Source: an optimization exercise on an open RTL-to-GDS flow (aim: small area and a short achievable clock period). Production flows keep margins and buffers that such runs may drop.
At most, simulation tests tie the RTL to the original design; equivalence was not proved.
Only the layout flow was run in run 1; the RTL was not checked for function there.
Power and IR drop assume default switching activity.

===== flow/design.v =====
module rf_aoi222(input s0, input s1, input s2,
                 input [31:0] d0, input [31:0] d1, input [31:0] d2,
                 output [31:0] y);
    assign y = ~(({32{s0}} & d0) | ({32{s1}} & d1) | ({32{s2}} & d2));
endmodule
module rf_aoi22(input s0, input s1, input [31:0] d0, input [31:0] d1,
                output [31:0] y);
    assign y = ~(({32{s0}} & d0) | ({32{s1}} & d1));
endmodule
module rf_nand11(input [351:0] a, output [31:0] y);
    genvar i;
    generate
        for (i = 0; i < 32; i = i + 1) begin : g
            assign y[i] = ~&{a[i], a[32+i], a[64+i], a[96+i], a[128+i], a[160+i],
                             a[192+i], a[224+i], a[256+i], a[288+i], a[320+i]};
        end
    endgenerate
endmodule
module rf_read(input [31:0] sel, input [1023:0] q, output [31:0] y);
    wire [351:0] p;
    genvar k;
    generate
        for (k = 0; k < 10; k = k + 1) begin : g
            rf_aoi222 u(.s0(sel[3*k]), .s1(sel[3*k+1]), .s2(sel[3*k+2]),
                        .d0(q[3*k*32 +: 32]), .d1(q[(3*k+1)*32 +: 32]), .d2(q[(3*k+2)*32 +: 32]),
                        .y(p[k*32 +: 32]));
        end
    endgenerate
    rf_aoi22 u10(.s0(sel[30]), .s1(sel[31]), .d0(q[30*32 +: 32]), .d1(q[31*32 +: 32]),
                 .y(p[320 +: 32]));
    rf_nand11 un(.a(p), .y(y));
endmodule
module add32(input [31:0] a, input [31:0] b, output [31:0] s);
    assign s = a + b;
endmodule
module add32c(input [31:0] a, input [31:0] b, output [31:0] s, output co);
    assign {co, s} = {1'b0, a} + {1'b0, b};
endmodule
module neg32(input [31:0] x, output [31:0] y);
    assign y = 32'd0 - x;
endmodule
module risc_kgp(input clk,
                input reset,
                output [31:0] imem_addr,
                input [31:0] imem_data,
                output [31:0] dmem_addr,
                output [31:0] dmem_wdata,
                output dmem_we,
                input [31:0] dmem_rdata);
    wire [31:0] instr = imem_data;
    wire [4:0]  op = instr[31:27];
    wire [4:0]  rs = instr[26:22];
    wire [4:0]  rt = instr[21:17];
    wire [4:0]  sh = instr[16:12];
    wire [3:0]  fn = instr[10:7];
    wire [31:0] imm = {{15{instr[16]}}, instr[16:0]};
    wire op_sh   = (op == 5'd1);
    wire op_lw   = (op == 5'd2);
    wire op_sw   = (op == 5'd3);
    wire op_addi = (op == 5'd4);
    wire op_comp = (op == 5'd5);
    wire op_br   = (op == 5'd7);
    wire op_bal  = (op == 5'd9);
    wire is_branch = (op == 5'd6) | op_br | (op == 5'd8) | op_bal;
    wire op_fn   = (op == 5'd0) | op_sh | op[4] | (op[3] & op[1]) | (op[3] & op[2]);
    reg [31:0] pc;
    assign imem_addr = pc;
    wire [31:0] pc4 = {pc[31:2] + 30'd1, pc[1:0]};
    reg  [31:0]   valid;
    wire [1023:0] rfq;
    wire        rf_we = ~(op_sw | (op == 5'd6) | op_br | (op == 5'd8));
    wire [4:0]  rf_wa = op_lw ? rt : (op_bal ? 5'd31 : rs);
    wire [31:0] rf_wd;
    wire [31:0] sel_a, sel_b;
    genvar gi;
    generate
        for (gi = 0; gi < 32; gi = gi + 1) begin : g_reg
            reg [31:0] q;
            always @(posedge clk)
                if (rf_we & (rf_wa == gi)) q <= rf_wd;
            assign rfq[gi*32 +: 32] = q;
            assign sel_a[gi] = valid[gi] & (rs == gi);
            assign sel_b[gi] = valid[gi] & (rt == gi);
        end
    endgenerate
    always @(posedge clk or posedge reset) begin
        if (reset)
            valid <= 32'd0;
        else if (rf_we)
            valid[rf_wa] <= 1'b1;
    end
    wire [31:0] ra, rb;
    rf_read rda(.sel(sel_a), .q(rfq), .y(ra));
    rf_read rdb(.sel(sel_b), .q(rfq), .y(rb));
    wire [31:0] addr;
    add32 aadd(.a(ra), .b(imm), .s(addr));
    wire [31:0] X = op_sh ? {27'd0, sh} : rb;
    wire [31:0] sum;
    wire        carry;
    add32c alu_add(.a(ra), .b(X), .s(sum), .co(carry));
    wire [31:0] neg;
    neg32 alu_neg(.x(op_comp ? imm : X), .y(neg));
    wire        sh_left = (fn == 4'd4);
    wire        sh_arith = (fn == 4'd6);
    wire        sh_big = |X[31:5];
    wire        fill = sh_arith & ra[31];
    reg  [31:0] ra_rev;
    integer j;
    always @(*) for (j = 0; j < 32; j = j + 1) ra_rev[j] = ra[31 - j];
    wire [31:0] sh_in = sh_left ? ra_rev : ra;
    wire [63:0] sh_ext = {{32{fill}}, sh_in};
    wire [31:0] sh_r = sh_ext >> X[4:0];
    wire [31:0] sh_rr = sh_big ? {32{fill}} : sh_r;
    reg  [31:0] sh_out_rev;
    always @(*) for (j = 0; j < 32; j = j + 1) sh_out_rev[j] = sh_rr[31 - j];
    wire [31:0] sh_out = sh_left ? sh_out_rev : sh_rr;
    reg [31:0] alu;
    always @(*) begin
        if (op_fn) begin
            case (fn)
                4'd1: alu = neg;
                4'd2: alu = ra & X;
                4'd3: alu = ra ^ X;
                4'd4, 4'd5, 4'd6: alu = sh_out;
                default: alu = sum;
            endcase
        end else if (op_comp)
            alu = neg;
        else
            alu = addr;
    end
    assign rf_wd = op_lw ? dmem_rdata : (op_bal ? pc4 : alu);
    assign dmem_addr  = addr;
    assign dmem_wdata = rb;
    assign dmem_we    = op_sw;
    wire zero = (ra == 32'd0);
    wire sign = ra[31];
    reg  cond;
    always @(*) begin
        case (rt)
            5'd1: cond = carry;
            5'd2: cond = ~carry;
            5'd3: cond = zero;
            5'd4: cond = sign;
            5'd5: cond = ~zero;
            default: cond = 1'b1;
        endcase
    end
    wire taken = is_branch & cond;
    wire [31:0] target;
    add32 tadd(.a(pc4), .b(op_br ? ra : imm), .s(target));
    always @(posedge clk or posedge reset) begin
        if (reset)
            pc <= 32'd0;
        else
            pc <= taken ? target : pc4;
    end
endmodule

===== flow/constraint.sdc =====
create_clock -name core_clock -period 30.0 [get_ports {clk}]
set_input_delay 6.0000 -clock core_clock [delete_from_list [all_inputs] [get_ports {clk}]]
set_output_delay 6.0000 -clock core_clock [all_outputs]
set_load 0.01 [all_outputs]

===== flow/config.mk =====
export PLATFORM = sky130hd
export DESIGN_NAME = risc_kgp
export DESIGN_NICKNAME = risc_kgp
export VERILOG_FILES = /design/flow/design.v
export SDC_FILE = /design/flow/constraint.sdc
export NUM_CORES = 4
export LEC_CHECK = 0
export CAP_MARGIN = 20
export CORE_MARGIN = 2
export CORE_UTILIZATION = 50
export SLEW_MARGIN = 20
export SYNTH_HIERARCHICAL = 1

===== flow/run.sh =====
#!/bin/bash
# synth_recipe.tcl (not shown) runs the flow's synth.tcl, then flattens the netlist and writes it again
# the make line also repeats each setting of config.mk as NAME=value (left out here)
make -C /OpenROAD-flow-scripts/flow DESIGN_CONFIG=/design/flow/config.mk WORK_HOME=/design/flow/orfs CLKGATE_MAP_FILE= SYNTH_SCRIPT=/design/flow/synth_recipe.tcl finish

==> results of run 1 <==
==> Yosys stat by module, one instance, submodules excluded, excerpt <==
| module | cells inside | flip-flops and latches | copies in the design |
|---|---|---|---|
| add32 | 241 | 0 | 2 |
| rf_nand11 | 128 | 0 | 2 |
| rf_aoi222 | 41 | 0 | 20 |
| add32c | 272 | 0 | 1 |
| neg32 | 88 | 0 | 1 |
| rf_aoi22 | 38 | 0 | 2 |
| risc_kgp | 2536 | 1088 | 1 |
==> cell families (layout without fill, tap and decap cells) <==
family                     Yosys count  after routing  synth area share
adders and majority gates          137            137           0.03005
other                                0             12                 0
AOI/OAI and AO/OA                 1436           1436            0.2078
buffers and inverters              396            577           0.04549
DFF                               1088           1088            0.5598
and+or+nand+nor                   1210           1210            0.1107
muxes                              119            119           0.02429
xor gates and xnor gates           144            144           0.02183
==> worst reg2reg max path: stages (launching register included) <==
cell       delay (ps)
dfrtp_1           440
and3_2            540
a222oi_1          540
nand4_1           490
or3_1             770
a21boi_1          290
nor2_2            110
buf_4             430
inv_1              80
buf_4             270
ha_1              340
a21oi_1            90
nand4b_1          350
a2111oi_2         720
o32ai_4           210
o31ai_2           240
xnor2_1           110
nand2_1            60
a21oi_1            80
nor3_1            700
nand2_1           120
a21oi_1           260
a211oi_4           70
buf_4             290
==> layout make-up <==
cell class	count	area, um2
tap	1512	1892
multi-input combinational	3046	23430
sequential	1088	32350
clock inverter	55	550.5
antenna	12	30.03
timing repair buffer	337	2975
clock buffer	142	2985
inverter	43	161.4
fill	9454	50120
==> worst paths after layout <==
check                                       endpoint  slack [ps]
setup / recovery                       dmem_addr[18]       11650
hold / removal                 valid[10]$_DFFE_PP0P_         480
setup reg to reg           g_reg[15].q[25]$_DFFE_PP_       21990
hold reg to reg                valid[10]$_DFFE_PP0P_         480
max in group asynchronous      valid[25]$_DFFE_PP0P_       23420
min in group asynchronous           pc[29]$_DFF_PP0_        5840
==> cells in the final DEF, fill, tap and decap left out, types with 24 or more instances in the layout <==
cell type        Yosys  final
a211oi_1            31     28
a21o_1              92     92
a21oi_1            194    186
a222oi_1           669    669
a22oi_1             71     71
a31oi_1             32     24
and2_1              56     53
and3_1              84     50
and3_2               2     36
buf_4                5    173
clkbuf_16            0    112
clkdlybuf4s50_1      0    162
dfrtp_1             64     64
edfxtp_1          1024   1024
ha_1               134    134
inv_1               42     41
mux2_2              67     67
mux2i_1             42     41
nand2_1            274    274
nand3_1            183    183
nand4_1            157    157
nor2_1             169    141
nor2_4               0     25
nor3_1              66     56
nor4_1              26     24
o211ai_1            31     31
o21ai_0            100     99
o22ai_1             27     26
or3_1               74     73
xnor2_1             89     89
xor2_1              55     55
==> registers in the layout (all words and copies together) (netlist names) <==
name / cells
pc: 32
valid: 32
g.q: 1024
==> through the flow <==
step | setup slack, ps | instance area [um2] | instances | hold slack, ps | power [uW]
2_1_floorplan | 14260 | 57790 | 4530 | 433.2 | 2985
3_5_place_dp | 11940 | 60760 | 6024 | 462.8 | 3784
4_1_cts | 11930 | 64290 | 6221 | 475.9 | 5130
6_report | 11650 | 64380 | 6235 | 479.3 | 5210
5_1_grt | 11500 | 64350 | 6223 | 499.1 | 5355
3_3_place_gp | 12010 | 60760 | 6024 | 462.3 | 3777
==> power breakdown <==
part	leakage, uW	total, uW	switching (uW)	internal, uW
logic	0.0104	1880	1280	599
clock network	0.00171	1370	599	769
registers	0.0101	1960	64.5	1900
==> metal layers <==
| metal | up-vias | global-route usage |
|---|---|---|
| met5 | - | 0 |
| met4 | 16 | 0.2912 |
| met3 | 941 | 0.1330 |
| met2 | 4596 | 0.5934 |
| met1 | 23930 | 0.5568 |
| li1 | 19680 | - |
==> qor.csv, run 1 <==
metric,value,unit
status,finished clean,
largest net degree at the start of global routing,65,
Worst setup SP type,input pin,
# hold bufs at CTS,0,
initial core utilization,0.5047,
worst endpoint required time,24000,ps
Die ar.,118300,um2
Synth Register Bits,1088,
Initial DRC Count,11430,
first-pass GRT wire length,350700,um
routability cong.,1.073,
"Reg clk slew, reported paths",60,ps
Synth async-reset ratio,0.05882,
RSZ-0062 raised after global routing,no,
Syn Inst Count,4530,
latest clock arrival within the worst-skew pair,740,ps
Final Util,0.5623,
largest area contributor in the netlist,edfxtp_1,
# clock sinks,1088,
number of port buffers,162,
TritonCTS clock tree,built,
Total GRT Usage,0.4222,
hold crit path type,reg -> reg,
"Min Clock Period, post-route",18350,ps
"count leader, synth",edfxtp_1,
vias in the first global route,45220,
post-route ant nets,0,
CTS Root Cell,clkbuf_16,
crit path buf inv count,2,
Rows,124,
total negative setup slack,0,ps
Cell variety after synth,110,
share of the synthesized area in the top cell type,0.5321,
Layout area overhead,11.41,%
Worst Setup SP,imem_data[26],
YS warnings,7,
share of cells above drive strength 1,0.1257,
top post-synthesis cells by area,"edfxtp_1 53%, a222oi_1 12%, ha_1 2.9%",
Post-synth EDFFs,1024,
die height,344.0,um
max incr delay on CP,940,ps
Final nets,4828,
Mapped Area,57790,um2
skew final,49.90,ps
Main synth FF type,edfxtp_1,
grt ovf,0,
# IOs,163,
WL met2,103700,um
met1 wire length,89360,um
R2R depth,23,
max layer used,met5,
CORE AREA,114500,um2
H-Tree Depth,3,
Post-CTS Setup Repair Bufs,0,
WL per Instance,40.92,um
fin crit share,0.6117,
max_slew headroom,0.1629,
worst path cell trace,clkdlybuf4s50_1 -> nor2b_1 -> nor2b_1 -> and3_2 -> a222oi_1 -> nand4_1 -> or3_1 -> ha_1 -> fa_1 -> a21o_1 -> a31o_2 -> nand4_1 -> a21oi_1 -> nand3_1 -> a311oi_1 -> xor2_1 -> clkdlybuf4s50_1,
hold path depth,1,
Tightest Pin Transition,1245,ps
via-per-instance ratio,7.885,
first-pass iteration count of the detailed router,14,
Setup CP Type,in -> out,
hold_sp,valid[10]$_DFFE_PP0P_,
sequential fraction of the synthesis area,0.5598,
startpoint of the worst-slack reg-to-reg timing path,valid[4]$_DFFE_PP0P_,
DR vias,49160,
CTS Buf Count,109,
Critical Path Sink Type,output port,
post-cts sizing count,0,
met3 WL post-DR,40110,um
CTS max path bufs,3,
CP top delay family,simple AND/OR/NAND/NOR gates,
Max Transition Viols Final,0,
Post-route DRC,0,
Crit path depth,17,
synthesized area per cell,12.76,um2
final hold violations,0,
Max VDD drop,61.45,uV
PD cells,80.92,nW/um2
"top cells by count, synth","1024 x edfxtp_1, 669 x a222oi_1, 274 x nand2_1",
placed wire-length estimate,166100,um
critical-path maximum fanout,32,
leakage,0.02221,uW
fmax,0.05450,GHz
Crit path arrival time,12350,ps
initial antenna violation count,18,
chip width,344.0,um
max_cap viols,0,
final setup violation count,0,
Critical-path top delay cell,and3_2,
drt total wl,255100,um
==> inputs of run 2 (changes only) <==
--- a/flow/design.v
+++ b/flow/design.v
@@ -7,16 +7,20 @@
                 output [31:0] y);
     assign y = ~(({32{s0}} & d0) | ({32{s1}} & d1));
 endmodule
-module rf_nand11(input [351:0] a, output [31:0] y);
+module rf_nand11(input [351:0] a, output [95:0] h);
     genvar i;
     generate
         for (i = 0; i < 32; i = i + 1) begin : g
-            assign y[i] = ~&{a[i], a[32+i], a[64+i], a[96+i], a[128+i], a[160+i],
-                             a[192+i], a[224+i], a[256+i], a[288+i], a[320+i]};
+            assign h[i]      = ~&{a[i], a[32+i], a[64+i], a[96+i]};
+            assign h[32+i]   = ~&{a[128+i], a[160+i], a[192+i], a[224+i]};
+            assign h[64+i]   = ~&{a[256+i], a[288+i], a[320+i]};
         end
     endgenerate
 endmodule
-module rf_read(input [31:0] sel, input [1023:0] q, output [31:0] y);
+module or3x32(input [95:0] h, output [31:0] y);
+    assign y = h[31:0] | h[63:32] | h[95:64];
+endmodule
+module rf_read(input [31:0] sel, input [1023:0] q, output [95:0] h);
     wire [351:0] p;
     genvar k;
     generate
@@ -28,16 +32,64 @@
     endgenerate
     rf_aoi22 u10(.s0(sel[30]), .s1(sel[31]), .d0(q[30*32 +: 32]), .d1(q[31*32 +: 32]),
                  .y(p[320 +: 32]));
-    rf_nand11 un(.a(p), .y(y));
+    rf_nand11 un(.a(p), .h(h));
+endmodule
+module pg32(input [31:0] a, input [31:0] b, output [31:0] g, output [31:0] p);
+    assign g = a & b;
+    assign p = a ^ b;
+endmodule
+module xor32(input [31:0] a, input [31:0] b, output [31:0] y);
+    assign y = a ^ b;
+endmodule
+module sk32(input [31:0] g0, input [31:0] p0, output [31:0] G);
+    reg [31:0] g, p;
+    integer l, i;
+    always @(*) begin
+        g = g0;
+        p = p0;
+        for (l = 0; l < 5; l = l + 1)
+            for (i = 0; i < 32; i = i + 1)
+                if ((i >> l) & 1) begin
+                    g[i] = g[i] | (p[i] & g[((i >> l) << l) - 1]);
+                    p[i] = p[i] & p[((i >> l) << l) - 1];
+                end
+    end
+    assign G = g;
+endmodule
+module skand32(input [31:0] x, output [31:0] A);
+    reg [31:0] p;
+    integer l, i;
+    always @(*) begin
+        p = x;
+        for (l = 0; l < 5; l = l + 1)
+            for (i = 0; i < 32; i = i + 1)
+                if ((i >> l) & 1)
+                    p[i] = p[i] & p[((i >> l) << l) - 1];
+    end
+    assign A = p;
 endmodule
 module add32(input [31:0] a, input [31:0] b, output [31:0] s);
-    assign s = a + b;
+    wire [31:0] g, p, G;
+    pg32 u0(.a(a), .b(b), .g(g), .p(p));
+    sk32 u1(.g0(g), .p0(p), .G(G));
+    xor32 u2(.a(p), .b({G[30:0], 1'b0}), .y(s));
 endmodule
 module add32c(input [31:0] a, input [31:0] b, output [31:0] s, output co);
-    assign {co, s} = {1'b0, a} + {1'b0, b};
+    wire [31:0] g, p, G;
+    pg32 u0(.a(a), .b(b), .g(g), .p(p));
+    sk32 u1(.g0(g), .p0(p), .G(G));
+    xor32 u2(.a(p), .b({G[30:0], 1'b0}), .y(s));
+    assign co = G[31];
 endmodule
 module neg32(input [31:0] x, output [31:0] y);
-    assign y = 32'd0 - x;
+    wire [31:0] z;
+    skand32 u0(.x(~x), .A(z));
+    xor32 u1(.a(x), .b({~z[30:0], 1'b0}), .y(y));
+endmodule
+module inc4(input [31:0] x, output [31:0] y);
+    wire [31:0] z;
+    skand32 u0(.x({2'b11, x[31:2]}), .A(z));
+    xor32 u1(.a(x), .b({z[28:0], 3'b100}), .y(y));
 endmodule
 module risc_kgp(input clk,
                 input reset,
@@ -65,7 +117,8 @@
     wire op_fn   = (op == 5'd0) | op_sh | op[4] | (op[3] & op[1]) | (op[3] & op[2]);
     reg [31:0] pc;
     assign imem_addr = pc;
-    wire [31:0] pc4 = {pc[31:2] + 30'd1, pc[1:0]};
+    wire [31:0] pc4;
+    inc4 pcinc(.x(pc), .y(pc4));
     reg  [31:0]   valid;
     wire [1023:0] rfq;
     wire        rf_we = ~(op_sw | (op == 5'd6) | op_br | (op == 5'd8));
@@ -89,11 +142,15 @@
         else if (rf_we)
             valid[rf_wa] <= 1'b1;
     end
-    wire [31:0] ra, rb;
-    rf_read rda(.sel(sel_a), .q(rfq), .y(ra));
-    rf_read rdb(.sel(sel_b), .q(rfq), .y(rb));
+    wire [95:0] ha, hb;
+    wire [31:0] ra, rb, ra_addr;
+    rf_read rda(.sel(sel_a), .q(rfq), .h(ha));
+    rf_read rdb(.sel(sel_b), .q(rfq), .h(hb));
+    or3x32 ora(.h(ha), .y(ra));
+    or3x32 ora2(.h(ha), .y(ra_addr));
+    or3x32 orb(.h(hb), .y(rb));
     wire [31:0] addr;
-    add32 aadd(.a(ra), .b(imm), .s(addr));
+    add32 aadd(.a(ra_addr), .b(imm), .s(addr));
     wire [31:0] X = op_sh ? {27'd0, sh} : rb;
     wire [31:0] sum;
     wire        carry;
==> flow/flow/run.sh (new file) <==
#!/bin/bash
# Own layout flow: the standard ORFS flow (standard.sh, standard synthesis
# unchanged) with different optimisation settings:
#  - timing repair aims for a setup margin, so that the resizer works on the
#    input-to-output paths even though the 30 ns clock is met without it;
#  - ports are buffered with buf_4 rather than the default delay cell;
#  - a clock tree of clkbuf_8 leaf buffers without dummy loads.
# Every ORFS step keeps its own full log under orfs/logs/; make's output is in
# run_make.log.
set -euo pipefail
cd "$(dirname "$0")/.."
MARGIN=${MARGIN:-15}
export CTS_ARGS="-sink_clustering_enable -repair_clock_nets -dont_use_dummy_load -buf_list {sky130_fd_sc_hd__clkbuf_8 sky130_fd_sc_hd__clkbuf_16} -root_buf sky130_fd_sc_hd__clkbuf_16"
bash standard.sh \
    SETUP_SLACK_MARGIN=$MARGIN \
    "BUFFER_PORTS_ARGS=-buffer_cell sky130_fd_sc_hd__buf_4" \
    finish > run_make.log 2>&1
==> flow/standard.sh (new file) <==
#!/bin/bash
# synth_recipe.tcl (not shown) runs the flow's synth.tcl, then flattens the netlist and writes it again
# the make line also repeats each setting of config.mk as NAME=value (left out here)
make -C /OpenROAD-flow-scripts/flow DESIGN_CONFIG=/design/flow/config.mk WORK_HOME=/design/flow/orfs CLKGATE_MAP_FILE= SYNTH_SCRIPT=/design/flow/synth_recipe.tcl "${@:-finish}"
--- a/flow/config.mk
+++ b/flow/config.mk
@@ -7,6 +7,6 @@
 export LEC_CHECK = 0
 export CAP_MARGIN = 20
 export CORE_MARGIN = 2
-export CORE_UTILIZATION = 50
+export CORE_UTILIZATION = 45
 export SLEW_MARGIN = 20
 export SYNTH_HIERARCHICAL = 1
removed: flow/run.sh
==> qor.csv, run 2 <==
metric,value,unit
setup slack at placement,13310,ps
grt ovf,0,
fin crit share,0.5371,
CTS Root Cell,clkbuf_16,
# IOs,163,
met1 wire length,83740,um
number of port buffers,162,
die height,357.9,um
PD cells,73.50,nW/um2
Worst setup SP type,input pin,
Layout area overhead,16.39,%
final hold violations,0,
initial antenna violation count,22,
# fillers,10310,
Setup CP Type,in -> out,
Initial DRC Count,11510,
Multi-input gate area,23120,um2
max layer used,met5,
Max VDD drop,46.36,uV
synthesized area per cell,13.05,um2
CP most frequent cell,buf_4,
setup ws final,13890,ps
H-Tree Depth,3,
largest net degree at the start of global routing,65,
Syn Inst Count,4319,
Rows,129,
max_slew headroom,0.05572,
Total GRT Usage,0.3870,
Die ar.,128100,um2
Post-route DRC,0,
DR vias,48270,
WL per Instance,40.52,um
first-pass iteration count of the detailed router,14,
Final nets,4853,
Largest regs,"g.q (1024), pc (32), valid (32)",
critical-path maximum fanout,8,
initial core utilization,0.4547,
# clock sinks,1088,
via-per-instance ratio,7.666,
CORE AREA,124000,um2
Mapped Area,56370,um2
Reg with most FFs,g.q,
hold_sp,valid[25]$_DFFE_PP0P_,
Worst Setup SP,imem_data[24],
Critical-path top delay cell,o31ai_4,
worst endpoint required time,24000,ps
Critical Path Sink Type,output port,
fmax,0.06206,GHz
WL met2,110300,um
Tightest Pin Transition,1408,ps
final setup violation count,0,
CTS Buf Count,108,
crit path buf inv count,5,
worst path cell trace,clkbuf_16 -> nor3_4 -> buf_6 -> and3_4 -> buf_4 -> a222oi_1 -> nand4_1 -> or3_4 -> ha_4 -> nand4_1 -> o31ai_4 -> buf_4 -> nand3_4 -> and3_4 -> o31ai_4 -> xor2_2 -> buf_4,
startpoint of the worst-slack reg-to-reg timing path,valid[6]$_DFFE_PP0P_,
vias in the first global route,44860,
status,finished clean,
Reg area,32350,um2
CP top delay family,simple AND/OR/NAND/NOR gates,
drt total wl,255100,um
"Reg clk slew, reported paths",60,ps
post-route ant nets,0,
YS warnings,9,
placed wire-length estimate,147300,um
"commonest non-fill, non-tap cell in the layout",edfxtp_1,
Crit path arrival time,10110,ps
Final Util,0.5292,
skew final,53.41,ps
most frequent cells in the layout,"1024 x edfxtp_1, 658 x a222oi_1, 412 x buf_4, 167 x nand2_1, 157 x nand4_1",
Max Transition Viols Final,0,
share of cells above drive strength 1,0.2219,
"Min Clock Period, post-route",16110,ps
latest clock arrival within the worst-skew pair,740,ps
leakage,0.02356,uW
max incr delay on CP,560,ps
met3 WL post-DR,37460,um
CTS max path bufs,3,
total negative setup slack,0,ps
first-pass GRT wire length,346600,um
TritonCTS clock tree,built,
max_cap viols,0,
number of flip-flops in the largest register,1024,
RSZ-0062 raised after global routing,yes,
routability cong.,1.042,
hold crit path type,reg -> reg,
chip width,357.9,um
-- run 2: cell type report --
class | instances | area share
repair buffers | 506 | 0.07480
multi-input cells | 2831 | 0.3525
diodes | 8 | 0.0003052
flip-flops and latches | 1088 | 0.4931
well taps | 1637 | 0.03122
clock buffers | 108 | 0.04120
inverters | 118 | 0.006866
-- run 2: where the power goes --
part,leakage (uW),internal (uW),switching [uW]
Sequential,0.0101,1910,104
Combinational,0.0122,576,1070
Clock,0.00133,625,538
Total,0.0236,3110,1720
-- run 2: metal layers --
layer | GRT usage | vias to the layer above
li1 | - | 19140
met1 | 0.4642 | 23400
met2 | 0.5875 | 4631
met3 | 0.1239 | 1088
met4 | 0.2808 | 16
met5 | 0 | -
-- run 2: metrics by stage --
| stage | cells | instance area (um2) | power (uW) | hold WS [ps] |
|---|---|---|---|---|
| after global placement | 5949 | 59220 | 3464 | 485.0 |
| after floorplan | 4320 | 56820 | 2861 | 432.7 |
| after CTS | 6252 | 64900 | 4713 | 506.1 |
| final | 6296 | 65600 | 4822 | 506.0 |
| after detailed placement | 5949 | 59220 | 3471 | 486.8 |
| after global routing | 6288 | 65580 | 4966 | 525.2 |
-- run 2: path summary, 6_finish.rpt --
check / to / slack [ps] / cells after the start
min in group asynchronous: pc[0]$_DFF_PP0_ / 5570 / 3
min reg2reg: valid[25]$_DFFE_PP0P_ / 510 / 1
max: dmem_addr[23] / 13890 / 17
max reg2reg: pc[22]$_DFF_PP0_ / 20830 / 20
min: valid[25]$_DFFE_PP0P_ / 510 / 1
max in group asynchronous: valid[16]$_DFFE_PP0P_ / 23780 / 3
-- run 2: worst reg2reg max path, stage by stage (launching register included) --
cell	delay, ps
dfrtp_1	590
and3_1	430
buf_4	360
a222oi_1	420
nand4_1	400
or3_1	630
mux2i_4	190
buf_4	420
inv_1	80
buf_4	270
ha_1	420
a31o_4	220
a31oi_4	160
o31ai_4	620
a31oi_2	220
o211a_1	320
o31ai_2	1040
mux2_2	440
a32oi_1	460
a311o_2	880
mux2_2	460
-- run 2: timing repair --
action                                  CTS  global route
hold buffers                              0             0
pin swaps                               131            70
cloned                                   49             2
endpoints found under the setup margin   38            43
buffers inserted                        146            33
gates resized for setup                 168            63
==> inputs of run 3 (changes only) <==
==> flow/flow/run.sh (replaced) <==
#!/bin/bash
# Own layout flow: the standard ORFS flow (standard.sh, standard synthesis
# unchanged) with different optimisation settings:
#  - timing repair aims for a setup margin, so that the resizer works on the
#    input-to-output paths even though the 30 ns clock is met without it;
#  - ports are buffered with buf_2 rather than the default delay cell (the
#    resizer upsizes the ones on critical paths);
#  - a clock tree with fewer, larger leaf clusters and no dummy loads.
# Every ORFS step keeps its own full log under orfs/logs/; make's output is in
# run_make.log.
set -euo pipefail
cd "$(dirname "$0")/.."
MARGIN=${MARGIN:-15}
export CTS_ARGS="-sink_clustering_enable -repair_clock_nets -dont_use_dummy_load -buf_list {sky130_fd_sc_hd__clkbuf_16} -root_buf sky130_fd_sc_hd__clkbuf_16 -sink_clustering_size 24 -sink_clustering_max_diameter 120"
bash standard.sh \
    SETUP_SLACK_MARGIN=$MARGIN \
    "BUFFER_PORTS_ARGS=-buffer_cell sky130_fd_sc_hd__buf_2" \
    finish > run_make.log 2>&1
==> qor.csv, run 3 <==
metric,value,unit
Syn Inst Count,4319,
layout check failures,"capacitance limit, slew limit",
initial core utilization,0.4547,
vias in the first global route,45030,
CTS Root Cell,clkbuf_16,
RSZ-0062 raised after global routing,yes,
combinational share of power,0.370,
most frequent cells in the layout,"1024 x edfxtp_1, 658 x a222oi_1, 303 x buf_4, 166 x nand2_1, 157 x nand4_1",
placed wire-length estimate,147600,um
CTS Buf Count,53,
chip width,357.9,um
drt total wl,254000,um
YS warnings,9,
crit path to,dmem_addr[31],
largest net degree at the start of global routing,65,
first-pass iteration count of the detailed router,15,
Critical Path Sink Type,output port,
worst path cell trace,buf_12 -> nor2b_4 -> buf_8 -> and3_2 -> a222oi_1 -> nand4_1 -> or3_4 -> ha_1 -> nand3_1 -> o221ai_1 -> a21o_1 -> a31oi_4 -> o211a_1 -> o31ai_2 -> xor2_1 -> buf_2,
Rows,129,
max_cap viols,1,
R2R setup slack,19900,ps
Layout area overhead,13.15,%
"Min Clock Period, post-route",16160,ps
DR vias,48240,
Tightest Pin Transition,1584,ps
Initial DRC Count,11020,
"Reg clk slew, reported paths",110,ps
R2R depth,47,
WL per Instance,40.44,um
TritonCTS clock tree,built,
skew final,58.17,ps
Reg with most FFs,g.q,
latest clock arrival within the worst-skew pair,700,ps
# hold bufs at CTS,0,
startpoint of the worst-slack reg-to-reg timing path,valid[12]$_DFFE_PP0P_,
Switching Share,0.3747,
hold crit path type,reg -> reg,
Max VDD drop,44.11,uV
Mapped Area,56370,um2
Clk network pwr share,0.177,
# IOs,163,
Post-Layout Cell Count,6280,
initial antenna violation count,31,
Total GRT Usage,0.3820,
first-pass GRT wire length,344400,um
number of flip-flops in the largest register,1024,
final setup violation count,0,
critical-path maximum fanout,16,
max_slew headroom,-0.06520,
Max Transition Viols Final,3,
leakage,0.02285,uW
share of cells above drive strength 1,0.2194,
grt ovf,0,
Pint,2775,uW
Post-route DRC,0,
Final Util,0.5145,
"commonest non-fill, non-tap cell in the layout",edfxtp_1,
CORE AREA,124000,um2
fmax,0.06187,GHz
Final Cell Area,63780,um2
Worst Setup SP,imem_data[22],
PD cells,69.58,nW/um2
status,failed layout checks,
via-per-instance ratio,7.681,
CTS max path bufs,3,
post-route ant nets,0,
Final nets,4829,
Hold WS,512.6,ps
total negative setup slack,0,ps
Die ar.,128100,um2
Worst setup SP type,input pin,
Placed Cells,5945,
max incr delay on CP,560,ps
routability cong.,1.032,
final hold violations,0,
fin crit share,0.5388,
number of port buffers,162,
Critical-path top delay cell,a222oi_1,
Seq pwr share,0.453,
H-Tree Depth,2,
synthesized area per cell,13.05,um2
# clock sinks,1088,
sw power,1663,uW
Largest regs,"g.q (1024), pc (32), valid (32)",
Crit path arrival time,10160,ps
die height,357.9,um
dpl cell area,58810,um2
worst endpoint required time,24000,ps
R2R Path End,pc[14]$_DFF_PP0_,
Setup CP Type,in -> out,
==> run 3: changes by cell type in the layout (fill, tap and decap cells not counted), sizes merged <==
| cell | previous run | this run |
|---|---|---|
| nor2b | 13 | 12 |
| diode | 8 | 16 |
| clkbuf | 110 | 53 |
| buf | 497 | 534 |
| a311o | 1 | 2 |
| and2 | 63 | 61 |
| bufbuf | 7 | 4 |
| and3 | 119 | 121 |
| nor3b | 9 | 8 |
==> run 3: how the worst min path moves through the flow <==
| stage | cells after the start | slack [ps] | from | to |
|---|---|---|---|---|
| after floorplan | 1 | 430 | valid[24]$_DFFE_PP0P_ | valid[24]$_DFFE_PP0P_ |
| after global placement | 1 | 480 | valid[25]$_DFFE_PP0P_ | valid[25]$_DFFE_PP0P_ |
| after detailed placement | 1 | 470 | valid[25]$_DFFE_PP0P_ | valid[25]$_DFFE_PP0P_ |
| after CTS | 1 | 500 | valid[25]$_DFFE_PP0P_ | valid[25]$_DFFE_PP0P_ |
| after global routing | 1 | 520 | valid[26]$_DFFE_PP0P_ | valid[26]$_DFFE_PP0P_ |
| final | 1 | 510 | valid[25]$_DFFE_PP0P_ | valid[25]$_DFFE_PP0P_ |
==> run 3: per-stage QoR <==
step	worst slack, ps	power, uW
floorplan	14740	2861
detailed placement	13270	3444
global route	13790	4567
global placement	13360	3436
finish	13840	4437
CTS	14050	4326
==> run 3: power by group through the flow <==
stage | Clock (uW) | Sequential, uW | Combinational, uW
3_3_place_gp | 0 | 2000 | 1440
4_1_cts | 784 | 2000 | 1540
2_1_floorplan | 0 | 2000 | 863
6_report | 786 | 2010 | 1640
5_1_grt | 833 | 2010 | 1720
3_5_place_dp | 0 | 2000 | 1440
==> run 3: worst max-delay path: cells and delay by family <==
family          cells  cell delay (ps)
compound gates      6             1580
simple gates        5             1480
buf+inv             3              430
fa+ha+maj           1              380
xor+xnor            1              240
==> run 3: final cells by class <==
cell class,count,area [um2]
fillers,10510,60180
flip-flops and latches,1088,32350
multi-input cells,2830,23090
repair buffers,538,4477
well taps,1637,2048
clock buffers,53,1326
inverters,118,445.4
diodes,16,40.04
==> run 3: what timing repair did <==
item / 4_1_cts / 5_1_grt
gates resized for setup: 188 / 50
endpoints found under the setup margin: 34 / 234
buffers inserted: 189 / 36
gates cloned: 40 / 1
pin swaps: 148 / 68
==> run 3: per-layer routing <==
layer | share of wire | wire (um) | GRT usage | up-vias
li1 | - | - | - | 19070
met1 | 0.33 | 84080 | 0.4593 | 23650
met2 | 0.43 | 109600 | 0.5785 | 4427
met3 | 0.14 | 36600 | 0.1201 | 1069
met4 | 0.093 | 23580 | 0.2807 | 18
met5 | 0.00047 | 119 | 0 | -
==> inputs of run 4 (changes only) <==
--- a/flow/design.v
+++ b/flow/design.v
@@ -151,12 +151,12 @@
     or3x32 orb(.h(hb), .y(rb));
     wire [31:0] addr;
     add32 aadd(.a(ra_addr), .b(imm), .s(addr));
-    wire [31:0] X = op_sh ? {27'd0, sh} : rb;
+    wire [31:0] X = op_sh ? {27'd0, sh} : ((op_addi | op_comp) ? imm : rb);
     wire [31:0] sum;
     wire        carry;
     add32c alu_add(.a(ra), .b(X), .s(sum), .co(carry));
     wire [31:0] neg;
-    neg32 alu_neg(.x(op_comp ? imm : X), .y(neg));
+    neg32 alu_neg(.x(X), .y(neg));
     wire        sh_left = (fn == 4'd4);
     wire        sh_arith = (fn == 4'd6);
     wire        sh_big = |X[31:5];
@@ -184,7 +184,7 @@
         end else if (op_comp)
             alu = neg;
         else
-            alu = addr;
+            alu = sum;
     end
     assign rf_wd = op_lw ? dmem_rdata : (op_bal ? pc4 : alu);
     assign dmem_addr  = addr;
--- a/flow/flow/run.sh
+++ b/flow/flow/run.sh
@@ -10,7 +10,7 @@
 # run_make.log.
 set -euo pipefail
 cd "$(dirname "$0")/.."
-MARGIN=${MARGIN:-15}
+MARGIN=${MARGIN:-13.9}
 export CTS_ARGS="-sink_clustering_enable -repair_clock_nets -dont_use_dummy_load -buf_list {sky130_fd_sc_hd__clkbuf_16} -root_buf sky130_fd_sc_hd__clkbuf_16 -sink_clustering_size 24 -sink_clustering_max_diameter 120"
 bash standard.sh \
     SETUP_SLACK_MARGIN=$MARGIN \
--- a/flow/config.mk
+++ b/flow/config.mk
@@ -7,6 +7,6 @@
 export LEC_CHECK = 0
 export CAP_MARGIN = 20
 export CORE_MARGIN = 2
-export CORE_UTILIZATION = 45
+export CORE_UTILIZATION = 40
 export SLEW_MARGIN = 20
 export SYNTH_HIERARCHICAL = 1
==> qor.csv, run 4 <==
metric,value,unit
Setup CP Type,in -> out,
post-route ant nets,0,
skew final,74.30,ps
Mapped Area,56230,um2
met2 Resource Use GR,0.4661,
"commonest non-fill, non-tap cell in the layout",edfxtp_1,
WL per Instance,38.47,um
number of flip-flops in the largest register,1024,
vias in the first global route,42060,
die height,378.9,um
number of port buffers,162,
Final Util,0.4395,
RSZ-0062 raised after global routing,yes,
Initial DRC Count,11250,
CTS max path bufs,3,
M1 GR Usage,0.4484,
routability cong.,1.060,
final hold violations,0,
synthesized area per cell,13.10,um2
Reg with most FFs,g.q,
first-pass iteration count of the detailed router,17,
# hold bufs at CTS,0,
Max Transition Viols Final,0,
fmax,0.06218,GHz
"Min Clock Period, post-route",16080,ps
met3 Resource Use GR,0.08686,
hold crit path type,reg -> reg,
leakage,0.02154,uW
largest net degree at the start of global routing,65,
Layout area overhead,9.072,%
Worst setup SP type,input pin,
CTS Buf Count,53,
Max VDD drop,49.90,uV
Total GRT Usage,0.3269,
YS warnings,9,
grt ovf,0,
Post-route DRC,0,
worst endpoint required time,24000,ps
initial antenna violation count,19,
Final nets,4620,
total negative setup slack,0,ps
drt total wl,242400,um
Die ar.,143600,um2
max_cap viols,0,
Hold WS,589.3,ps
Tightest Pin Transition,1176,ps
PD cells,72.78,nW/um2
# IOs,163,
setup slack at placement,13150,ps
DR vias,46060,
Reg area,32350,um2
H-Tree Depth,2,
# clock sinks,1088,
# fillers,12850,
Critical Path Sink Type,output port,
CORE AREA,139500,um2
status,finished clean,
Syn Inst Count,4291,
Largest regs,"g.q (1024), pc (32), valid (32)",
critical-path maximum fanout,32,
TritonCTS clock tree,built,
max_slew headroom,0.1935,
"Reg clk slew, reported paths",90,ps
final setup violation count,0,
Rows,137,
placed wire-length estimate,158800,um
Crit path arrival time,10080,ps
Multi-input gate area,22130,um2
first-pass GRT wire length,331900,um
chip width,378.9,um
most crowded layer after global routing,met2,
fin crit share,0.5361,
share of cells above drive strength 1,0.1698,
initial core utilization,0.4030,
CTS Root Cell,clkbuf_16,
latest clock arrival within the worst-skew pair,710,ps
setup ws final,13920,ps
most frequent cells in the layout,"1024 x edfxtp_1, 641 x a222oi_1, 226 x nand2_1, 194 x buf_4, 158 x nand4_1",
via-per-instance ratio,7.308,
-- run 4: cell count changes in the layout (fill, tap and decap cells not counted), sizes merged, moves of 14 or more --
cell	before	now
o21bai	6	32
buf	534	376
a21oi	113	142
a31o	21	7
and2	61	16
nand2	171	228
and3	121	92
a222oi	658	641
mux2	70	90
nor3	90	55
nor2	177	144
a22oi	81	107
-- run 4: worst max-delay path: stages --
cell and delay [ps]:
buf_6 140, nor2b_4 200, and3_2 240, buf_6 220, a222oi_1 340, nand4_1 320
or3_4 470, ha_4 260, a21o_1 190, a31o_4 220, a31oi_4 280, o21bai_2 130
a21o_1 180, a21o_1 180, a21o_1 190, xor2_2 290, buf_2 200
-- run 4: stage by stage --
step                      area [um2]  power, uW  cells
after floorplan                56230       2890   4292
after global placement         58810       3588   6186
after detailed placement       58810       3598   6186
after CTS                      61000       4392   6280
after global routing           61310       4603   6295
final                          61330       4464   6303
-- run 4: repair_timing --
action                     4_1_cts  5_1_grt
gates cloned                    10        2
setup buffers                   31       11
pin swaps                       55       45
gates resized for setup         97       32
setup endpoints to repair       24       18
-- run 4: final timing paths --
check	slack, ps	endpoint	depth (start not counted)	from
worst min register to register	590	valid[24]$_DFFE_PP0P_	1	valid[24]$_DFFE_PP0P_
worst min-delay path	590	valid[24]$_DFFE_PP0P_	1	valid[24]$_DFFE_PP0P_
max in group asynchronous	23850	pc[15]$_DFF_PP0_	3	reset
worst max-delay path	13920	dmem_addr[15]	17	imem_data[23]
worst max register to register	21290	g_reg[17].q[31]$_DFFE_PP_	23	valid[22]$_DFFE_PP0P_
min in group asynchronous	5560	pc[7]$_DFF_PP0_	3	reset
-- run 4: cell type report --
cell class	count	area share
inverter	111	0.006834
timing repair buffer	378	0.04462
sequential	1088	0.5275
tap	1876	0.03827
clock buffer	53	0.02163
antenna	9	0.0003672
multi-input combinational	2788	0.3608
-- run 4: where the power goes --
part           total [uW]  switching, uW  internal, uW
Combinational        1680           1180           503
Sequential           2010           87.7          1920
Clock                 775            461           314
-- run 4: metal layers --
metal  vias up  wire [um]
met5         -         77
met4        12      17400
met3       660      37670
met2      4173      98980
met1     22680      88330
li1      18540          -
==> inputs of run 5 (changes only) <==
--- a/flow/flow/run.sh
+++ b/flow/flow/run.sh
@@ -5,7 +5,9 @@
 #    input-to-output paths even though the 30 ns clock is met without it;
 #  - ports are buffered with buf_2 rather than the default delay cell (the
 #    resizer upsizes the ones on critical paths);
-#  - a clock tree with fewer, larger leaf clusters and no dummy loads.
+#  - a clock tree with fewer, larger leaf clusters and no dummy loads;
+#  - no gate cloning in timing repair: after global routing nothing repairs
+#    the slew of a net that a far-placed clone lengthens.
 # Every ORFS step keeps its own full log under orfs/logs/; make's output is in
 # run_make.log.
 set -euo pipefail
@@ -14,5 +16,6 @@
 export CTS_ARGS="-sink_clustering_enable -repair_clock_nets -dont_use_dummy_load -buf_list {sky130_fd_sc_hd__clkbuf_16} -root_buf sky130_fd_sc_hd__clkbuf_16 -sink_clustering_size 24 -sink_clustering_max_diameter 120"
 bash standard.sh \
     SETUP_SLACK_MARGIN=$MARGIN \
+    SKIP_GATE_CLONING=1 \
     "BUFFER_PORTS_ARGS=-buffer_cell sky130_fd_sc_hd__buf_2" \
     finish > run_make.log 2>&1
==> qor.csv, run 5 <==
metric,value,unit
Total GRT Usage,0.3276,
fin crit share,0.5400,
DR vias,46340,
leakage,0.02171,uW
Final Util,0.4432,
number of flip-flops in the largest register,1024,
max incr delay on CP,480,ps
setup ws final,13800,ps
Critical Path Sink Type,output port,
WL per Instance,38.55,um
worst endpoint required time,24000,ps
M1 GR Usage,0.4453,
total negative setup slack,0,ps
Final nets,4637,
post-route ant nets,0,
synthesized area per cell,13.10,um2
overall power,4473,uW
H-Tree Depth,2,
"Reg clk slew, reported paths",100,ps
via-per-instance ratio,7.332,
hold crit path type,reg -> reg,
initial antenna violation count,20,
skew final,79.59,ps
Max VDD drop,50.28,uV
first-pass GRT wire length,332300,um
Critical-path top delay cell,or3_4,
PD cells,72.33,nW/um2
CORE AREA,139500,um2
Mapped Area,56230,um2
Worst setup SP type,input pin,
drt total wl,243600,um
chip width,378.9,um
# clock sinks,1088,
"Min Clock Period, post-route",16200,ps
CTS Buf Count,53,
"commonest non-fill, non-tap cell in the layout",edfxtp_1,
latest clock arrival within the worst-skew pair,710,ps
met3 Resource Use GR,0.09062,
die height,378.9,um
Tightest Pin Transition,1180,ps
setup slack at placement,13150,ps
largest net degree at the start of global routing,65,
Syn Inst Count,4291,
RSZ-0062 raised after global routing,yes,
critical-path maximum fanout,16,
Post-route DRC,0,
final hold violations,0,
CP most frequent cell,buf_12,
initial core utilization,0.4030,
max_cap viols,0,
worst path cell trace,buf_12 -> buf_12 -> and3b_2 -> and3_4 -> buf_16 -> a222oi_1 -> nand4_1 -> or3_4 -> ha_4 -> and3_4 -> a31oi_4 -> buf_6 -> o31ai_4 -> buf_12 -> a31oi_4 -> o211a_1 -> o31ai_2 -> xor2_1 -> buf_2,
first-pass iteration count of the detailed router,14,
Crit path arrival time,10200,ps
Reg with most FFs,g.q,
TritonCTS clock tree,built,
Largest regs,"g.q (1024), pc (32), valid (32)",
share of cells above drive strength 1,0.1763,
Setup CP Type,in -> out,
# IOs,163,
vias in the first global route,42090,
Max Transition Viols Final,0,
grt ovf,0,
Rows,137,
most crowded layer after global routing,met2,
most frequent cells in the layout,"1024 x edfxtp_1, 641 x a222oi_1, 225 x nand2_1, 194 x buf_4",
Final Cell Area,61840,um2
YS warnings,9,
CTS Root Cell,clkbuf_16,
fmax,0.06173,GHz
Die ar.,143600,um2
number of port buffers,162,
# hold bufs at CTS,0,
routability cong.,1.060,
max_slew headroom,0.2132,
dpl cell area,58810,um2
status,finished clean,
final setup violation count,0,
met2 Resource Use GR,0.4654,
CTS max path bufs,3,
Layout area overhead,9.987,%
placed wire-length estimate,158800,um
Initial DRC Count,11350,
-- run 5: timing repair --
item                                    4_1_cts  5_1_grt
endpoints found under the setup margin       24       16
buffers inserted                             48       24
pin swaps                                    66       54
cloned                                        0        0
gates resized for setup                     109       44
-- run 5: routing by layer --
layer	share of wire	vias to the layer above
li1	-	18580
met2	0.41	4362
met1	0.36	22680
met3	0.16	712
met4	0.074	14
met5	0.00031	-
-- run 5: worst paths after layout --
kind | startpoint | endpoint | slack (ps) | cells past startpoint
setup reg to reg | valid[18]$_DFFE_PP0P_ | g_reg[29].q[21]$_DFFE_PP_ | 21480 | 24
min in group asynchronous | reset | pc[7]$_DFF_PP0_ | 5560 | 3
hold / removal | valid[24]$_DFFE_PP0P_ | valid[24]$_DFFE_PP0P_ | 590 | 1
max in group asynchronous | reset | pc[15]$_DFF_PP0_ | 23850 | 3
hold reg to reg | valid[24]$_DFFE_PP0P_ | valid[24]$_DFFE_PP0P_ | 590 | 1
setup / recovery | imem_data[25] | dmem_addr[31] | 13800 | 19
-- run 5: layout make-up --
| cell class | count | area, um2 |
|---|---|---|
| multi-input cells | 2780 | 22170 |
| repair buffers | 403 | 3213 |
| flip-flops and latches | 1088 | 32350 |
| well taps | 1876 | 2347 |
| fillers | 12780 | 77690 |
| diodes | 9 | 22.52 |
| clock buffers | 53 | 1326 |
| inverters | 111 | 419.2 |
-- run 5: critical path, delay by kind of cell --
family | cells | cell delay [ps]
compound gates | 6 | 1300
buf+inv | 6 | 920
fa+ha+maj | 1 | 310
simple gates | 5 | 1460
xor+xnor | 1 | 160
-- run 5: metrics by stage --
step           instances  hold WS [ps]
3_5_place_dp        6186         524.1
3_3_place_gp        6186         529.3
5_1_grt             6311         588.1
2_1_floorplan       4292         441.6
6_report            6320         586.1
4_1_cts             6287         561.9
-- run 5: power breakdown --
group	internal, uW	switching [uW]	total (uW)
registers	1920	79.3	2000
logic	511	1180	1690
clock network	314	462	776
==> inputs of run 6 (changes only) <==
==> flow/flow/run.sh (replaced) <==
#!/bin/bash
# Own layout flow: the standard ORFS flow (standard.sh, standard synthesis
# unchanged) with different optimisation settings:
#  - timing repair aims for a setup margin, so that the resizer works on the
#    input-to-output paths even though the 30 ns clock is met without it;
#  - ports are buffered with buf_1 rather than the default delay cell (the
#    resizer upsizes the ones on critical paths);
#  - a clock tree with fewer, larger leaf clusters and no dummy loads.
# Every ORFS step keeps its own full log under orfs/logs/; make's output is in
# run_make.log.
set -euo pipefail
cd "$(dirname "$0")/.."
MARGIN=${MARGIN:-13.9}
export CTS_ARGS="-sink_clustering_enable -repair_clock_nets -dont_use_dummy_load -buf_list {sky130_fd_sc_hd__clkbuf_16} -root_buf sky130_fd_sc_hd__clkbuf_16 -sink_clustering_size 24 -sink_clustering_max_diameter 120"
bash standard.sh \
    SETUP_SLACK_MARGIN=$MARGIN \
    "BUFFER_PORTS_ARGS=-buffer_cell sky130_fd_sc_hd__buf_1" \
    finish > run_make.log 2>&1
==> flow/config.mk (replaced) <==
export PLATFORM = sky130hd
export DESIGN_NAME = risc_kgp
export DESIGN_NICKNAME = risc_kgp
export VERILOG_FILES = /design/flow/design.v
export SDC_FILE = /design/flow/constraint.sdc
export NUM_CORES = 4
export LEC_CHECK = 0
export CAP_MARGIN = 10
export CORE_MARGIN = 2
export CORE_UTILIZATION = 45
export SLEW_MARGIN = 10
export SYNTH_HIERARCHICAL = 1
==> qor.csv, run 6 <==
metric,value,unit
status,finished clean,
initial antenna violation count,27,
Initial DRC Count,10780,
final setup violation count,0,
max incr delay on CP,730,ps
vias in the first global route,41980,
Max VDD drop,57.53,uV
max_slew headroom,0.1921,
post-route ant nets,0,
via-per-instance ratio,7.532,
"commonest non-fill, non-tap cell in the layout",edfxtp_1,
Rows,129,
crit path buf inv count,3,
grt ovf,0,
CTS max path bufs,3,
worst endpoint required time,24000,ps
# clock sinks,1088,
fmax,0.06178,GHz
Post-route DRC,0,
CP most frequent cell,a21o_1,
"Min Clock Period, post-route",16190,ps
DR vias,46110,
TritonCTS clock tree,built,
Reg with most FFs,g.q,
WL per Instance,40.20,um
routability cong.,1.114,
"Reg clk slew, reported paths",80,ps
skew final,89.81,ps
final hold violations,0,
R2R setup slack,21660,ps
chip width,357.5,um
H-Tree Depth,2,
placed wire-length estimate,154700,um
most frequent cells in the layout,"1024 x edfxtp_1, 641 x a222oi_1, 227 x nand2_1, 221 x buf_4",
share of cells above drive strength 1,0.1483,
Critical-path top delay cell,and3_4,
Max Transition Viols Final,0,
die height,357.5,um
Largest regs,"g.q (1024), pc (32), valid (32)",
RSZ-0062 raised after global routing,yes,
synthesized area per cell,13.10,um2
fin crit share,0.5396,
PD cells,72.28,nW/um2
Final Util,0.4975,
initial core utilization,0.4542,
Worst setup SP type,input pin,
first-pass GRT wire length,329900,um
Total GRT Usage,0.3675,
Crit path arrival time,10190,ps
Mapped Area,56230,um2
first-pass iteration count of the detailed router,13,
leakage,0.02141,uW
total negative setup slack,0,ps
Setup CP Type,in -> out,
CTS Buf Count,54,
YS warnings,9,
Syn Inst Count,4291,
# hold bufs at CTS,0,
drt total wl,246100,um
Critical Path Sink Type,output port,
Final nets,4666,
critical-path maximum fanout,32,
CP top delay family,simple AND/OR/NAND/NOR gates,
number of flip-flops in the largest register,1024,
number of port buffers,162,
Die ar.,127800,um2
CORE AREA,123800,um2
largest net degree at the start of global routing,65,
Hold WS,507.3,ps
worst path cell trace,buf_12 -> nor3b_4 -> and3_4 -> a222oi_1 -> nand4_1 -> or3_4 -> ha_4 -> a21o_4 -> a31o_4 -> a31oi_4 -> inv_2 -> a21o_1 -> a21o_1 -> a21o_1 -> xor2_2 -> buf_2,
CTS Root Cell,clkbuf_16,
hold crit path type,reg -> reg,
Layout area overhead,9.537,%
max_cap viols,0,
# IOs,163,
latest clock arrival within the worst-skew pair,710,ps
Tightest Pin Transition,1211,ps
[run 6: path summary, 6_finish.rpt]
path / from / cells past startpoint / endpoint
max: imem_data[26] / 16 / dmem_addr[11]
min: valid[27]$_DFFE_PP0P_ / 1 / valid[27]$_DFFE_PP0P_
max reg2reg: valid[13]$_DFFE_PP0P_ / 25 / g_reg[3].q[10]$_DFFE_PP_
min reg2reg: valid[27]$_DFFE_PP0P_ / 1 / valid[27]$_DFFE_PP0P_
max in group asynchronous: reset / 3 / valid[14]$_DFFE_PP0P_
min in group asynchronous: reset / 3 / pc[18]$_DFF_PP0_
[run 6: what timing repair did]
action,4_1_cts,5_1_grt
endpoints found under the hold margin,0,0
pin swaps,68,64
buffers inserted,36,32
gates resized for setup,109,91
cloned,7,10
endpoints found under the setup margin,26,19
[run 6: area by class of cell]
type / count / area [um2]
inverters: 111 / 419.2
repair buffers: 423 / 3114
fillers: 10720 / 62210
well taps: 1637 / 2048
multi-input cells: 2788 / 22260
diodes: 21 / 52.55
flip-flops and latches: 1088 / 32350
clock buffers: 54 / 1351
[run 6: power breakdown]
group	internal [uW]	total, uW	switching [uW]
Sequential	1920	2000	77.3
Combinational	499	1670	1170
Clock	320	786	466
[run 6: through the flow]
| stage | worst slack [ps] | total power [uW] | cells | instance area, um2 |
|---|---|---|---|---|
| global placement | 12920 | 3548 | 5962 | 58420 |
| global route | 13840 | 4588 | 6107 | 61550 |
| finish | 13810 | 4452 | 6122 | 61590 |
| CTS | 13850 | 4358 | 6059 | 60690 |
| floorplan | 14400 | 2890 | 4292 | 56230 |
| detailed placement | 12930 | 3562 | 5962 | 58420 |
[run 6: metal layers]
metal	part of all wire	up-vias	GRT usage
met5	0.0012	-	0.0003704
met4	0.084	14	0.2426
met2	0.43	4002	0.5605
met3	0.15	836	0.1145
li1	-	18640	-
met1	0.33	22620	0.4498
==> inputs of run 7 (changes only) <==
--- a/flow/design.v
+++ b/flow/design.v
@@ -74,17 +74,12 @@
     sk32 u1(.g0(g), .p0(p), .G(G));
     xor32 u2(.a(p), .b({G[30:0], 1'b0}), .y(s));
 endmodule
-module add32c(input [31:0] a, input [31:0] b, output [31:0] s, output co);
+module add32c(input [31:0] a, input [31:0] b, input ci, output [31:0] s, output co);
     wire [31:0] g, p, G;
     pg32 u0(.a(a), .b(b), .g(g), .p(p));
-    sk32 u1(.g0(g), .p0(p), .G(G));
-    xor32 u2(.a(p), .b({G[30:0], 1'b0}), .y(s));
+    sk32 u1(.g0({g[31:1], g[0] | (p[0] & ci)}), .p0(p), .G(G));
+    xor32 u2(.a(p), .b({G[30:0], ci}), .y(s));
     assign co = G[31];
-endmodule
-module neg32(input [31:0] x, output [31:0] y);
-    wire [31:0] z;
-    skand32 u0(.x(~x), .A(z));
-    xor32 u1(.a(x), .b({~z[30:0], 1'b0}), .y(y));
 endmodule
 module inc4(input [31:0] x, output [31:0] y);
     wire [31:0] z;
@@ -152,11 +147,10 @@
     wire [31:0] addr;
     add32 aadd(.a(ra_addr), .b(imm), .s(addr));
     wire [31:0] X = op_sh ? {27'd0, sh} : ((op_addi | op_comp) ? imm : rb);
+    wire        op_neg = (op_fn & (fn == 4'd1)) | op_comp;
     wire [31:0] sum;
     wire        carry;
-    add32c alu_add(.a(ra), .b(X), .s(sum), .co(carry));
-    wire [31:0] neg;
-    neg32 alu_neg(.x(X), .y(neg));
+    add32c alu_add(.a(ra & {32{~op_neg}}), .b(X ^ {32{op_neg}}), .ci(op_neg), .s(sum), .co(carry));
     wire        sh_left = (fn == 4'd4);
     wire        sh_arith = (fn == 4'd6);
     wire        sh_big = |X[31:5];
@@ -175,15 +169,12 @@
     always @(*) begin
         if (op_fn) begin
             case (fn)
-                4'd1: alu = neg;
                 4'd2: alu = ra & X;
                 4'd3: alu = ra ^ X;
                 4'd4, 4'd5, 4'd6: alu = sh_out;
                 default: alu = sum;
             endcase
-        end else if (op_comp)
-            alu = neg;
-        else
+        end else
             alu = sum;
     end
     assign rf_wd = op_lw ? dmem_rdata : (op_bal ? pc4 : alu);
@@ -204,12 +195,13 @@
         endcase
     end
     wire taken = is_branch & cond;
-    wire [31:0] target;
-    add32 tadd(.a(pc4), .b(op_br ? ra : imm), .s(target));
+    wire [31:0] pc_off = taken ? (op_br ? ra : imm) : 32'd0;
+    wire [31:0] next_pc;
+    add32 tadd(.a(pc4), .b(pc_off), .s(next_pc));
     always @(posedge clk or posedge reset) begin
         if (reset)
             pc <= 32'd0;
         else
-            pc <= taken ? target : pc4;
-    end
-endmodule
+            pc <= next_pc;
+    end
+endmodule
==> flow/flow/run.sh (replaced) <==
#!/bin/bash
# Own layout flow: the standard ORFS flow (standard.sh, standard synthesis
# unchanged) with different optimisation settings:
#  - timing repair aims for a setup margin, so that the resizer works on the
#    input-to-output paths even though the 30 ns clock is met without it;
#  - ports are buffered with buf_2 rather than the default delay cell (the
#    resizer upsizes the ones on critical paths);
#  - a clock tree with fewer, larger leaf clusters and no dummy loads;
#  - no gate cloning in timing repair: after global routing nothing repairs
#    the slew of a net that a far-placed clone lengthens.
# Every ORFS step keeps its own full log under orfs/logs/; make's output is in
# run_make.log.
set -euo pipefail
cd "$(dirname "$0")/.."
MARGIN=${MARGIN:-13.9}
export CTS_ARGS="-sink_clustering_enable -repair_clock_nets -dont_use_dummy_load -buf_list {sky130_fd_sc_hd__clkbuf_16} -root_buf sky130_fd_sc_hd__clkbuf_16 -sink_clustering_size 24 -sink_clustering_max_diameter 120"
bash standard.sh \
    SETUP_SLACK_MARGIN=$MARGIN \
    SKIP_GATE_CLONING=1 \
    "BUFFER_PORTS_ARGS=-buffer_cell sky130_fd_sc_hd__buf_2" \
    finish > run_make.log 2>&1
==> flow/config.mk (replaced) <==
export PLATFORM = sky130hd
export DESIGN_NAME = risc_kgp
export DESIGN_NICKNAME = risc_kgp
export VERILOG_FILES = /design/flow/design.v
export SDC_FILE = /design/flow/constraint.sdc
export NUM_CORES = 4
export LEC_CHECK = 0
export CAP_MARGIN = 20
export CORE_MARGIN = 2
export CORE_UTILIZATION = 40
export SLEW_MARGIN = 20
export SYNTH_HIERARCHICAL = 1
==> qor.csv, run 7 <==
metric,value,unit
final hold violations,0,
CTS max path bufs,3,
RSZ-0062 raised after global routing,yes,
TritonCTS clock tree,built,
CTS Buf Count,54,
number of port buffers,162,
initial antenna violation count,19,
share of cells above drive strength 1,0.1664,
hold crit path type,reg -> reg,
CORE AREA,137500,um2
Worst setup SP type,input pin,
critical-path maximum fanout,8,
chip width,376.4,um
Largest regs,"g.q (1024), pc (32), valid (32)",
number of flip-flops in the largest register,1024,
drt total wl,234100,um
Max VDD drop,57.39,uV
initial core utilization,0.4035,
met3 WL post-DR,32640,um
max_cap viols,0,
CTS Root Cell,clkbuf_16,
"Min Clock Period, post-route",16200,ps
grt ovf,0,
Mapped Area,55480,um2
Total GRT Usage,0.3118,
skew final,87.20,ps
Critical Path Sink Type,output port,
Tightest Pin Transition,1124,ps
H-Tree Depth,2,
Crit path arrival time,10200,ps
Die ar.,141700,um2
via-per-instance ratio,7.397,
worst endpoint required time,24000,ps
"Reg clk slew, reported paths",100,ps
routability cong.,1.021,
Layout area overhead,10.11,%
WL met2,103100,um
max layer used,met5,
post-route ant nets,0,
dpl cell area,57910,um2
first-pass iteration count of the detailed router,14,
DR vias,45120,
"commonest non-fill, non-tap cell in the layout",edfxtp_1,
YS warnings,9,
leakage,0.02162,uW
WL per Instance,38.38,um
fmax,0.06172,GHz
Max Transition Viols Final,0,
synthesized area per cell,13.37,um2
Rows,136,
latest clock arrival within the worst-skew pair,720,ps
# IOs,163,
final setup violation count,0,
total negative setup slack,0,ps
fin crit share,0.5401,
max_slew headroom,0.2459,
Post-route DRC,0,
first-pass GRT wire length,317100,um
# clock sinks,1088,
Syn Inst Count,4150,
Final Cell Area,61090,um2
die height,376.4,um
met1 wire length,82890,um
vias in the first global route,41830,
PD cells,71.82,nW/um2
Setup CP Type,in -> out,
largest net degree at the start of global routing,65,
status,finished clean,
most frequent cells in the layout,"1024 x edfxtp_1, 641 x a222oi_1, 230 x nand2_1, 186 x buf_4, 156 x nand4_1",
Reg with most FFs,g.q,
R2R setup slack,19660,ps
placed wire-length estimate,147500,um
Final nets,4498,
Initial DRC Count,9605,
[run 7: cell types whose count changed in the layout (fill, tap and decap cells not counted), moves of 34 or more]
cell,change
buf_2,+149
inv_1,-71
mux2_2,-76
o21ai_0,-35
nor3_1,+38
xor2_1,-34
buf_4,-35
buf_1,-148
and2_1,+35
[run 7: worst max-delay path: stages]
cell and delay [ps]:
buf_6 120, and2_4 200, and3_4 170, buf_12 150, buf_12 150, a222oi_1 360, nand4_1 170, buf_6 170
or3_4 390, ha_4 290, and3_4 190, a31oi_4 150, o31ai_4 620, a31oi_4 180, o211a_1 300, o31ai_2 270
xor2_1 160, buf_2 140
[run 7: report_power, final]
group	internal (uW)	leakage, uW	total [uW]	switching, uW
sequential	1980	0.0100	2050	69.0
combinational	468	0.0109	1550	1080
clock	320	0.000665	787	467
total	2770	0.0216	4390	1620
[run 7: final cells by class]
type	instances	area [um2]
antenna	10	25.02
timing repair buffer	407	3406
sequential	1088	32350
tap	1794	2245
inverter	43	166.4
clock buffer	54	1351
multi-input combinational	2704	21550
fill	12340	76400
[run 7: per-stage QoR]
| stage | power [uW] | utilization | worst slack, ps | hold WS, ps | instances |
|---|---|---|---|---|---|
| final | 4387 | 0.4443 | 13800 | 489.2 | 6100 |
| after CTS | 4306 | 0.4355 | 13880 | 491.5 | 6033 |
| after global routing | 4528 | 0.4442 | 13770 | 516.1 | 6091 |
| after floorplan | 2877 | - | 14400 | 433.2 | 4151 |
| after global placement | 3509 | 0.4211 | 13280 | 465.1 | 5965 |
| after detailed placement | 3523 | 0.4212 | 13250 | 469.6 | 5965 |
[run 7: layer usage]
layer	vias up	GRT usage
met1	22390	0.4054
met5	-	0
met2	3921	0.4804
met4	2	0.1549
met3	712	0.08434
li1	18100	-
[run 7: timing repair]
action	CTS	global route
resized for setup	80	112
setup buffers	14	57
hold buffers	0	0
pin swaps	33	100
setup endpoints to repair	24	22
hold endpoints to repair	0	0
[run 7: path summary, 6_finish.rpt]
kind	start	cells after the start	to
setup / recovery	imem_data[22]	18	dmem_addr[31]
hold / removal	valid[17]$_DFFE_PP0P_	1	valid[17]$_DFFE_PP0P_
hold reg to reg	valid[17]$_DFFE_PP0P_	1	valid[17]$_DFFE_PP0P_
max in group asynchronous	reset	3	pc[16]$_DFF_PP0_
min in group asynchronous	reset	3	pc[27]$_DFF_PP0_
setup reg to reg	valid[10]$_DFFE_PP0P_	32	pc[29]$_DFF_PP0_

==> port drivers added, routing unchanged <==
How much do the figures lean on ideal ports? The routed layouts below were timed once more, with nothing changed but the port constraints. Step 1 assumes that a clkbuf_16 drives the clock port and a buf_2 every other input. Step 2 adds t to the input delays and takes it off the output delays; t is the mean of the earliest and latest rising clock arrival at the registers after step 1. Input paths then give back, and output paths get back, about the clock's delay inside the block. a / b / c = ideal ports / drivers / drivers and shift; a / b = the first two.
run	t (ns)	setup slack, ns	hold slack, ns	slew at the worst register clock pin (ns)	pins driven straight from the clock port
run 1	0.788	11.650 / 11.489 / 11.489	0.479 / 0.479 / 0.479	0.09 / 0.09	1
run 2	0.786	13.887 / 13.714 / 13.714	0.506 / 0.506 / 0.506	0.07 / 0.07	1
run 3	0.750	13.837 / 13.723 / 13.723	0.513 / 0.513 / 0.513	0.11 / 0.11	1
run 4	0.758	13.917 / 13.675 / 13.675	0.589 / 0.589 / 0.589	0.10 / 0.10	1
run 5	0.757	13.801 / 13.640 / 13.640	0.586 / 0.586 / 0.586	0.10 / 0.10	1
run 6	0.740	13.812 / 13.674 / 13.674	0.507 / 0.507 / 0.507	0.10 / 0.10	1
run 7	0.750	13.798 / 13.595 / 13.595	0.489 / 0.489 / 0.489	0.11 / 0.11	1
The setup slack of run 4, which loses most, moves by -0.242 ns with the drivers and by -0.242 ns with both steps.
